Context: an optimization exercise on an open-source flow, tuned for small area and a short achievable clock period. The choices shown serve that exercise and are no tape-out recipe. Only simulation tests tie the RTL to the original design; equivalence was not proved. No activity file was given, so power comes from the tool's default toggle rates.

v51:
==> flow/design.v (excerpt) <==
module complex_multiplier (
    input  wire        clk,
    input  wire        rst_n,
    input  wire        enable,
    input  wire [31:0] a_real,
    input  wire [31:0] a_imag,
    input  wire [31:0] c_real,
    input  wire [31:0] c_imag,
    output wire [31:0] result_real,
    output wire [31:0] result_imag,
    output wire        valid
);
    integer k;
    genvar g;
    wire [31:0] opd [0:3];
    assign opd[0] = a_real;
    assign opd[1] = a_imag;
    assign opd[2] = c_real;
    assign opd[3] = c_imag;
    wire [11:0] bo_one [0:1];
    wire [11:0] bo_two [0:1];
    wire [11:0] bo_neg [0:1];
    generate
        for (g = 0; g < 2; g = g + 1) begin : enc
            cm_booth_enc be (.y({|opd[2+g][30:23], opd[2+g][22:0]}),
                             .one(bo_one[g]), .two(bo_two[g]), .neg(bo_neg[g]));
        end
    endgenerate
    reg [31:0] op_q  [0:3];
    reg [11:0] op_one[0:1];
    reg [11:0] op_two[0:1];
    reg [11:0] op_neg[0:1];
    always @(posedge clk) begin
        for (k = 0; k < 4; k = k + 1)
            op_q[k] <= opd[k];
        for (k = 0; k < 2; k = k + 1) begin
            op_one[k] <= bo_one[k];
            op_two[k] <= bo_two[k];
            op_neg[k] <= bo_neg[k];
        end
    end
    localparam [3:0] PX = {1'd1, 1'd0, 1'd1, 1'd0};    
    localparam [3:0] PY = {1'd0, 1'd1, 1'd1, 1'd0};    
    wire [39:0] f_r0 [0:3];
    wire [39:0] f_r1 [0:3];
    wire [39:0] f_r2 [0:3];
    wire        f_cl [0:3];
    wire [7:0]  f_e  [0:3];
    wire        f_sg [0:3];
  ...
Settings: LEC_CHECK=0, ABC_AREA=1, CAP_MARGIN=20, CORE_MARGIN=2, CORE_UTILIZATION=40, CTS_BUF_LIST=sky130_fd_sc_hd__clkbuf_4, SETUP_SLACK_MARGIN=5, SLEW_MARGIN=20; clock period 9.0 ns.
run.sh (not shown) runs the stock make flow with config.mk's settings and CLKGATE_MAP_FILE= SYNTH_SCRIPT=/design/flow/synth_recipe.tcl, a recipe that flattens the netlist after the stock synthesis.
Relative to v51, the following input files were edited for v30:
- a change of CTS_BUF_LIST from sky130_fd_sc_hd__clkbuf_4 to sky130_fd_sc_hd__clkbuf_16
- an added CTS_CLUSTER_SIZE of 24
- an added CTS_CLUSTER_DIAMETER of 100
- a change of CORE_UTILIZATION from 40 to 35
==> notes.md <==
Going from v51 to v30, global-route wire length before repair shrank by 5000 µm, area after detailed placement grew by about 0.5%, worst-path maximum fanout grew by about 90%, non-clock buffer count in the final layout held steady.
Inputs modified between v30 and v43:
- swapping sky130_fd_sc_hd__clkbuf_16 for sky130_fd_sc_hd__clkbuf_8 in CTS_BUF_LIST
- clearing CTS_CLUSTER_SIZE, which used to be 24
- clearing CTS_CLUSTER_DIAMETER, which used to be 100
- swapping 35 for 50 in CORE_UTILIZATION
### Flow results
The number of nets in the finished design number comes out lower for v30 vs v43.
Changes observed in v43 relative to v30: growth of design area from synthesis to finish increased 1.2 points; sequential cell count of the final layout essentially unchanged.
v43 vs. v30: arrival time of the worst setup path grew by 290 ps, delay contributed by the slowest stage of the critical path fell 50 ps, post-route met1 wirelength went up 530 µm, die width lost 90 µm, core utilization increased by 17 points relative to the old numbers.
Relative slew slack was higher in the run labelled v30.
v43 vs v30, instance count: v43 lower
Input-level comparison between v12 and v43:
- CORE_UTILIZATION: 50 -> 40
- CTS_BUF_LIST: sky130_fd_sc_hd__clkbuf_8 -> unset
--- outcome ---
- Comparing v43 against v12, there is no change at all in count of multi-input gates.
- On minimum setup slack in the final design, v43 loses to v12.
- Max-slew headroom at the worst pin: lower on v43
- The higher routed wire length of v43 and v12 is in v43.


Starting RTL as in the previous note.
Design complex_multiplier, start of the top module:
module complex_multiplier (
    input  wire        clk,
    input  wire        rst_n,
    input  wire        enable,
    input  wire [31:0] a_real,
    input  wire [31:0] a_imag,
    input  wire [31:0] c_real,
    input  wire [31:0] c_imag,
    output wire [31:0] result_real,
    output wire [31:0] result_imag,
    output wire        valid
);
    integer k;
    genvar g;
    wire [31:0] opd [0:3];
    assign opd[0] = a_real;
    assign opd[1] = a_imag;
    assign opd[2] = c_real;
    assign opd[3] = c_imag;
    wire [11:0] bo_one [0:1];
    wire [11:0] bo_two [0:1];
    wire [11:0] bo_neg [0:1];
    generate
        for (g = 0; g < 2; g = g + 1) begin : enc
            cm_booth_enc be (.y({|opd[2+g][30:23], opd[2+g][22:0]}),
                             .one(bo_one[g]), .two(bo_two[g]), .neg(bo_neg[g]));
        end
    endgenerate
    reg [31:0] op_q  [0:3];
    reg [11:0] op_one[0:1];
    reg [11:0] op_two[0:1];
    reg [11:0] op_neg[0:1];
    always @(posedge clk) begin
        for (k = 0; k < 4; k = k + 1)
            op_q[k] <= opd[k];
        for (k = 0; k < 2; k = k + 1) begin
            op_one[k] <= bo_one[k];
            op_two[k] <= bo_two[k];
            op_neg[k] <= bo_neg[k];
        end
    end
    localparam [3:0] PX = {1'd1, 1'd0, 1'd1, 1'd0};    
    localparam [3:0] PY = {1'd0, 1'd1, 1'd1, 1'd0};    
    wire [39:0] f_r0 [0:3];
    wire [39:0] f_r1 [0:3];
    wire [39:0] f_r2 [0:3];
    wire        f_cl [0:3];
    wire [7:0]  f_e  [0:3];
    wire        f_sg [0:3];
    wire        f_n  [0:3];
    wire        f_i  [0:3];
    wire        f_z  [0:3];
    generate
        for (g = 0; g < 4; g = g + 1) begin : mp
            localparam integer X = PX[g];
            localparam integer Y = PY[g];
            cm_mul_pp pp (
  ...
Settings: LEC_CHECK=0, ABC_AREA=1, CAP_MARGIN=20, CORE_MARGIN=2, CORE_UTILIZATION=40, CTS_BUF_LIST=sky130_fd_sc_hd__clkbuf_8, SETUP_SLACK_MARGIN=5, SLEW_MARGIN=20; clock period 9.0 ns.
Next try:
--- a/flow/config.mk
+++ b/flow/config.mk
@@ -13,2 +13,3 @@
 export SETUP_SLACK_MARGIN = 5
 export SLEW_MARGIN = 20
+export TNS_END_PERCENT = 30
Result:
- die area does not change
- utilization is about the same
- final area barely changes
- worst setup slack gets worse by 71 ps
- area after synthesis stays the same
- cell count hardly moves
- via count stays flat
- register-to-register slack loses 70 ps


JK:
Starting RTL as in the previous note.
clock: 9.0 ns
lec_check: 0
abc_area: 1
cap_margin: 20
core_margin: 2
core_utilization: 40
cts_buf_list: sky130_fd_sc_hd__clkbuf_16
cts_cluster_diameter: 100
cts_cluster_size: 24
setup_slack_margin: 5
slew_margin: 20
Changes in MS relative to JK:
--- a/flow/config.mk
+++ b/flow/config.mk
@@ -12,4 +12,4 @@
 export CTS_BUF_LIST = sky130_fd_sc_hd__clkbuf_16
-export CTS_CLUSTER_DIAMETER = 100
-export CTS_CLUSTER_SIZE = 24
+export CTS_CLUSTER_DIAMETER = 120
+export CTS_CLUSTER_SIZE = 30
 export SETUP_SLACK_MARGIN = 5
Findings:
MS completed every stage of the flow, and the final layout passed the timing, DRC and antenna checks.
STATUS worst hold slack: MS loses against JK
Going from JK to MS, final routed wirelength across all metal layers fell by 0.38%; number of inserted filler cells in the final layout went up; power dissipated in the clock network dropped about 16%; arrival time of the worst setup path picked up an extra 0.09 ns.
Compare JK and MS | clock share of power lower: MS
Compared MS vs JK, and switching share of power is up in MS.

-- separate check: timing with driven ports --
The results above use ideal ports. As a check the final layouts listed here were re-extracted and re-timed, cells and wires unchanged. Step 1: set_driving_cell puts a clkbuf_16 on clk and a buf_2 on each other input, an assumption about the parent block. Step 2, shift: input delay + t, output delay - t, t = (earliest + latest rising clock arrival at the registers) / 2. This alone moves slack from input paths to output paths. Three values: no drivers, after step 1, after step 2; two values: the first two.
| run | shift t [ns] | slack for setup (ns) | hold slack, ns | worst setup path at the end | worst data-port slew with drivers (ns) |
|---|---|---|---|---|---|
| v51 | 1.453 | 5.023 / 5.023 / 5.023 | 0.325 / 0.325 / 0.325 | register to register | 0.10 |
| v30 | 0.852 | 5.063 / 5.063 / 5.063 | 0.332 / 0.332 / 0.332 | register to register | 0.11 |
| v43 | 1.135 | 5.010 / 5.010 / 5.010 | 0.318 / 0.318 / 0.318 | register to register | 0.05 |
| v12 | 0.926 | 5.049 / 5.049 / 5.049 | 0.324 / 0.324 / 0.324 | register to register | 0.10 |
| the first run of note 2 | 1.088 | 5.051 / 5.051 / 5.051 | 0.321 / 0.321 / 0.321 | register to register | 0.10 |
| the second run of note 2 | 1.088 | 4.980 / 4.980 / 4.980 | 0.321 / 0.321 / 0.321 | register to register | 0.10 |
| JK | 0.884 | 5.070 / 5.070 / 5.070 | 0.320 / 0.320 / 0.320 | register to register | 0.10 |
| MS | 0.885 | 5.066 / 5.066 / 5.066 | 0.314 / 0.314 / 0.314 | register to register | 0.10 |
After both steps every run listed still meets setup and hold.
